Background: an optimization exercise with open tools, aiming at small area. Do not read the settings as production practice. In this exercise RTL edits were held to simulation tests only and were not proved equivalent to the original.

## run Z
Design processing_element, start of the top module:
module processing_element(activation, weight, out, clk, rst);
Size in the first run: ~110 flip-flops, roughly 50 I/O pins, about 8500 µm² of cells after synthesis.
==> flow/config.mk <==
export PLATFORM = sky130hd
export DESIGN_NAME = processing_element
export DESIGN_NICKNAME = processing_element
export VERILOG_FILES = /design/flow/design.v
export SDC_FILE = /design/flow/constraint.sdc
export NUM_CORES = 4
export LEC_CHECK = 0
export CAP_MARGIN = 20
export CORE_MARGIN = 2
export CORE_UTILIZATION = 40
export CTS_BUF_LIST = sky130_fd_sc_hd__clkbuf_8
export GPL_TIMING_DRIVEN = 0
export SLEW_MARGIN = 20
export SYNTH_HIERARCHICAL = 1
==> flow/constraint.sdc <==
create_clock -name core_clock -period 6.5 [get_ports {clk}]
set_input_delay 1.3000 -clock core_clock [delete_from_list [all_inputs] [get_ports {clk}]]
set_output_delay 1.3000 -clock core_clock [all_outputs]
set_load 0.01 [all_outputs]
standard.sh (not shown) runs the stock make flow with config.mk's settings and CLKGATE_MAP_FILE= SYNTH_SCRIPT=/design/flow/synth_recipe.tcl, a recipe that flattens the netlist after the stock synthesis.
==> flow/flow/run.sh <==
#!/bin/bash
# Standard layout; ports buffered with a small buffer, synthesis buffers removed before placement.
set -euo pipefail
export BUFFER_PORTS_ARGS="-buffer_cell sky130_fd_sc_hd__buf_1"
export REMOVE_ABC_BUFFERS=1
export RECOVER_POWER=100
export CTS_ARGS="-sink_clustering_enable -sink_clustering_size 30 -sink_clustering_max_diameter 200 -buf_list sky130_fd_sc_hd__clkbuf_16 -repair_clock_nets"
bash standard.sh > standard_flow.log 2>&1
Run Z went all the way through the flow, and no timing, DRC or antenna check failed.
Modified inputs, run Y compared to run Z
==> flow/flow/run.sh <==
#!/bin/bash
# Standard layout, with ports buffered by a small buffer instead of ORFS's default choice.
set -euo pipefail
export BUFFER_PORTS_ARGS="-buffer_cell sky130_fd_sc_hd__buf_1"
bash standard.sh > standard_flow.log 2>&1
diff --git a/flow/config.mk b/flow/config.mk
--- a/flow/config.mk
+++ b/flow/config.mk
@@ -10 +10 @@
-export CORE_UTILIZATION = 40
+export CORE_UTILIZATION = 60
Results
Taking run Z as the reference, in run Y multi-input combinational area share now larger; filler cell count shows a reduction of 884; worst-path maximum fanout grew by 1; wire length now sits higher; depth of the worst register-to-register path went up by 3.
[compare] base=run Z new=run Y: shortest clock period the worst path allows after layout went up 0.027 ns, number of non-filler instances in the completed layout shows a reduction of about 8%, share of the cycle needed by the critical path after routing moved up.
Setup slack (run Y over run Z): decrease, 0.027 ns

== job 2120 ==
processing_element again, from the RTL that the note above started with.
Design processing_element, start of the top module:
module processing_element(activation, weight, out, clk, rst);
parameter NON_ZERO_WEIGHTS = 108,
          SPECIAL_CASE = 0,
          FRACTIONAL_BITS = 8,
          BIT_SIZE = 16;
output reg signed [BIT_SIZE-1:0] out;
input [BIT_SIZE-1:0] activation, weight;
input clk, rst;
reg [23:0] s_n;        
reg [15:0] d1, d2, d3, d4;   
reg [6:0] cnt;       
reg valid;           
wire load = (cnt == 0);
wire [23:0] nxt;
wire one1;
wire two2;
wire neg3;
wire x4;
wire x5;
wire x6;
wire x7;
wire x8;
wire x9;
wire x10;
wire x11;
wire x12;
wire x13;
wire x14;
wire x15;
wire x16;
wire x17;
wire x18;
wire x19;
wire pp20;
wire pp21;
wire pp22;
wire pp23;
wire pp24;
wire pp25;
wire pp26;
wire pp27;
wire pp28;
wire pp29;
wire pp30;
wire pp31;
wire pp32;
wire pp33;
wire pp34;
wire pp35;
wire pp36;
wire one37;
wire two38;
wire neg39;
wire x40;
wire x41;
wire x42;
wire x43;
wire x44;
wire x45;
wire x46;
wire x47;
wire x48;
wire x49;
wire x50;
wire x51;
wire x52;
wire x53;
wire x54;
wire x55;
wire pp56;
wire pp57;
wire pp58;
wire pp59;
wire pp60;
wire pp61;
wire pp62;
wire pp63;
wire pp64;
wire pp65;
wire pp66;
wire pp67;
wire pp68;
wire pp69;
wire pp70;
wire pp71;
wire pp72;
wire one73;
wire two74;
wire neg75;
wire x76;
wire x77;
wire x78;
wire x79;
wire x80;
wire x81;
wire x82;
wire x83;
wire x84;
wire x85;
wire x86;
wire x87;
wire x88;
wire x89;
wire x90;
wire x91;
wire pp92;
wire pp93;
wire pp94;
wire pp95;
wire pp96;
wire pp97;
wire pp98;
wire pp99;
wire pp100;
wire pp101;
wire pp102;
wire pp103;
wire pp104;
wire pp105;
wire pp106;
wire pp107;
wire pp108;
wire one109;
wire two110;
  ...
clock: 6.5 ns
lec_check: 0
cap_margin: 20
core_margin: 2
core_utilization: 40
cts_buf_list: sky130_fd_sc_hd__clkbuf_8
gpl_timing_driven: 0
slew_margin: 20
synth_hierarchical: 1
==> flow/flow/run.sh <==
#!/bin/bash
# Standard layout; ports buffered with a small buffer, synthesis buffers removed before placement.
set -euo pipefail
export BUFFER_PORTS_ARGS="-buffer_cell sky130_fd_sc_hd__buf_1"
export REMOVE_ABC_BUFFERS=1
bash standard.sh > standard_flow.log 2>&1
Looking at the reports, job 2120 completed the entire flow and the layout it produced met the timing, DRC and antenna checks.
Inputs modified between job 2120 and job 2311:
Settings: a change of CTS_BUF_LIST from sky130_fd_sc_hd__clkbuf_8 to sky130_fd_sc_hd__clkbuf_16; an added CTS_CLUSTER_SIZE of 30.
==> flow/flow/run.sh <==
#!/bin/bash
# Standard layout, with ports buffered by a small buffer instead of ORFS's default choice.
set -euo pipefail
export BUFFER_PORTS_ARGS="-buffer_cell sky130_fd_sc_hd__buf_1"
bash standard.sh > standard_flow.log 2>&1
Job 2120 reached the final stage; the timing, DRC and antenna checks on its layout passed.
Job 2311 completed; timing, DRC and antenna clean
Summary: with job 2120 as the reference, cell area in job 2311 moved up by a few percent.
Summary of job 2311 over job 2120: worst hold slack +0.0047 ns; via count now sits higher; time the final worst path needs with I/O delays and setup shows an increase of 0.063 ns.

processing_element again, from the RTL that the note above started with.
## processing_element
module processing_element(activation, weight, out, clk, rst);
parameter NON_ZERO_WEIGHTS = 108,
          SPECIAL_CASE = 0,
          FRACTIONAL_BITS = 8,
          BIT_SIZE = 16;
output reg signed [BIT_SIZE-1:0] out;
input [BIT_SIZE-1:0] activation, weight;
input clk, rst;
reg [23:0] s_n;        
reg [15:0] d1, d2, d3, d4;   
reg [6:0] cnt;       
reg valid;           
wire load = (cnt == 0);
wire [23:0] nxt;
wire one1;
wire two2;
wire neg3;
wire x4;
wire x5;
wire x6;
wire x7;
wire x8;
wire x9;
wire x10;
wire x11;
wire x12;
wire x13;
wire x14;
wire x15;
wire x16;
wire x17;
wire x18;
wire x19;
wire pp20;
wire pp21;
wire pp22;
wire pp23;
wire pp24;
wire pp25;
wire pp26;
wire pp27;
wire pp28;
wire pp29;
wire pp30;
wire pp31;
wire pp32;
wire pp33;
wire pp34;
wire pp35;
wire pp36;
wire one37;
wire two38;
wire neg39;
wire x40;
wire x41;
wire x42;
wire x43;
wire x44;
wire x45;
wire x46;
wire x47;
wire x48;
wire x49;
wire x50;
wire x51;
wire x52;
wire x53;
wire x54;
wire x55;
wire pp56;
wire pp57;
wire pp58;
wire pp59;
wire pp60;
wire pp61;
wire pp62;
wire pp63;
wire pp64;
wire pp65;
wire pp66;
wire pp67;
wire pp68;
wire pp69;
wire pp70;
wire pp71;
wire pp72;
wire one73;
wire two74;
wire neg75;
wire x76;
wire x77;
wire x78;
wire x79;
wire x80;
wire x81;
wire x82;
wire x83;
wire x84;
wire x85;
wire x86;
wire x87;
wire x88;
wire x89;
wire x90;
wire x91;
wire pp92;
wire pp93;
wire pp94;
wire pp95;
wire pp96;
wire pp97;
wire pp98;
wire pp99;
wire pp100;
wire pp101;
wire pp102;
wire pp103;
wire pp104;
wire pp105;
wire pp106;
wire pp107;
wire pp108;
wire one109;
wire two110;
wire neg111;
wire x112;
wire x113;
wire x114;
wire x115;
wire x116;
wire x117;
wire x118;
wire x119;
wire x120;
wire x121;
wire x122;
wire x123;
wire x124;
wire x125;
wire x126;
wire x127;
wire pp128;
wire pp129;
wire pp130;
wire pp131;
wire pp132;
wire pp133;
wire pp134;
wire pp135;
wire pp136;
wire pp137;
wire pp138;
wire pp139;
wire pp140;
wire pp141;
wire pp142;
wire pp143;
wire pp144;
wire one145;
wire two146;
wire neg147;
wire x148;
wire x149;
wire x150;
wire x151;
wire x152;
wire x153;
wire x154;
wire x155;
wire x156;
wire x157;
wire x158;
wire x159;
wire x160;
wire x161;
wire x162;
wire x163;
wire pp164;
wire pp165;
wire pp166;
wire pp167;
wire pp168;
wire pp169;
wire pp170;
wire pp171;
wire pp172;
wire pp173;
wire pp174;
wire pp175;
wire pp176;
  ...
==> flow/config.mk <==
export PLATFORM = sky130hd
export DESIGN_NAME = processing_element
export DESIGN_NICKNAME = processing_element
export VERILOG_FILES = /design/flow/design.v
export SDC_FILE = /design/flow/constraint.sdc
export NUM_CORES = 4
export LEC_CHECK = 0
export CAP_MARGIN = 20
export CORE_MARGIN = 2
export CORE_UTILIZATION = 40
export CTS_BUF_LIST = sky130_fd_sc_hd__clkbuf_8
export GPL_TIMING_DRIVEN = 0
export SLEW_MARGIN = 20
export SYNTH_HIERARCHICAL = 1
==> flow/constraint.sdc <==
create_clock -name core_clock -period 6.5 [get_ports {clk}]
set_input_delay 1.3000 -clock core_clock [delete_from_list [all_inputs] [get_ports {clk}]]
set_output_delay 1.3000 -clock core_clock [all_outputs]
set_load 0.01 [all_outputs]
==> flow/flow/run.sh <==
#!/bin/bash
# Standard layout; ports buffered with a small buffer, synthesis buffers removed before placement.
set -euo pipefail
export BUFFER_PORTS_ARGS="-buffer_cell sky130_fd_sc_hd__buf_1"
export REMOVE_ABC_BUFFERS=1
export RECOVER_POWER=100
export CTS_ARGS="-buf_list sky130_fd_sc_hd__clkbuf_16 -repair_clock_nets"
bash standard.sh > standard_flow.log 2>&1
Then changed:
--- a/flow/flow/run.sh
+++ b/flow/flow/run.sh
@@ -6,3 +6,2 @@
 export RECOVER_POWER=100
-export CTS_ARGS="-buf_list sky130_fd_sc_hd__clkbuf_16 -repair_clock_nets"
 bash standard.sh > standard_flow.log 2>&1
Result: The new run passed the timing, DRC and antenna checks. Wire length hardly moves. Sequential share of layout area rose by 0.24 points. Utilization fell by 0.43 points. Setup slack improved by 0.077 ns. Area after synthesis is unchanged. Die area is unchanged. Non-clock buffer count stays the same. Hold slack stays flat.

processing_element, a different RTL version from the one above (not shown whole).
For scale: roughly 720 cells after synthesis, roughly 110 flip-flops, ~50 I/O pins.
## processing_element
module processing_element(activation, weight, out, clk, rst);
Settings: LEC_CHECK=0, CAP_MARGIN=0, CORE_MARGIN=2, CORE_UTILIZATION=40, CTS_BUF_LIST=sky130_fd_sc_hd__clkbuf_8, GPL_TIMING_DRIVEN=0, SLEW_MARGIN=0, SYNTH_HIERARCHICAL=1; clock period 6.5 ns.
==> flow/flow/run.sh <==
#!/bin/bash
# The standard layout (standard.sh, unchanged synthesis) with a few ORFS knobs:
#  - ports buffered with the smallest buffer instead of ORFS's default pick,
#  - synthesis buffers removed before placement (repair_design re-buffers),
#  - power recovery (downsizing of non-critical cells) after global routing,
#  - CTS without dummy load cells.
# All tool output goes to standard_flow.log here and ORFS's own logs under orfs/logs.
set -euo pipefail
export BUFFER_PORTS_ARGS="-buffer_cell sky130_fd_sc_hd__buf_1"
export REMOVE_ABC_BUFFERS=1
export RECOVER_POWER=100
export CTS_ARGS="-sink_clustering_enable -sink_clustering_size 30 -sink_clustering_max_diameter 300 -repair_clock_nets -buf_list sky130_fd_sc_hd__clkbuf_8 -dont_use_dummy_load"
bash standard.sh > standard_flow.log 2>&1
The first run produced a clean layout.
Rerun with:
--- a/flow/flow/run.sh
+++ b/flow/flow/run.sh
@@ -12 +12 @@
-export CTS_ARGS="-sink_clustering_enable -sink_clustering_size 30 -sink_clustering_max_diameter 300 -repair_clock_nets -buf_list sky130_fd_sc_hd__clkbuf_8 -dont_use_dummy_load"
+export CTS_ARGS="-sink_clustering_enable -sink_buffer_max_cap_derate 0.001 -repair_clock_nets -buf_list sky130_fd_sc_hd__clkbuf_8 -dont_use_dummy_load"
=>
- The changed run finished with timing, DRC and antenna clean
- area after synthesis stays the same
- design area stays the same
- core utilization does not change
- non-clock buffer count stays the same
- wire length does not change
- clock-buffer cell count is unchanged
- die area does not change

## port drivers added, routing unchanged
How much do the figures lean on ideal ports? The routed layouts below were timed once more, with nothing changed but the port constraints. Step 1: set_driving_cell puts a clkbuf_16 on clk and a buf_2 on each other input, an assumption about the parent block. Step 2 adds t to the input delays and takes it off the output delays; t is the mean of the earliest and latest rising clock arrival at the registers after step 1. Input paths then give back, and output paths get back, about the clock's delay inside the block. Three values: no drivers, after step 1, after step 2; two values: the first two.
| run | t (ns) | setup slack, ns | hold WS [ns] |
|---|---|---|---|
| run Z | 0.373 | 0.282 / 0.297 / -0.076 | 0.320 / 0.320 / 0.320 |
| run Y | 0.417 | 0.255 / 0.276 / -0.141 | 0.319 / 0.319 / 0.319 |
| job 2120 | 0.395 | 0.339 / 0.352 / -0.043 | 0.320 / 0.320 / 0.320 |
| job 2311 | 0.370 | 0.277 / 0.295 / -0.075 | 0.324 / 0.324 / 0.324 |
| the first run of note 3 | 0.373 | 0.282 / 0.297 / -0.076 | 0.320 / 0.320 / 0.320 |
| the second run of note 3 | 0.395 | 0.359 / 0.372 / -0.023 | 0.320 / 0.320 / 0.320 |
| the first run of note 4 | 0.383 | 0.272 / 0.276 / -0.107 | 0.302 / 0.302 / 0.302 |
| the second run of note 4 | 0.383 | 0.272 / 0.276 / -0.107 | 0.302 / 0.302 / 0.302 |
With both steps, setup timing fails in every run listed, where it was met with ideal ports. The setup slack of run Y, which loses most, moves by +0.021 ns with the drivers and by -0.396 ns with both steps.
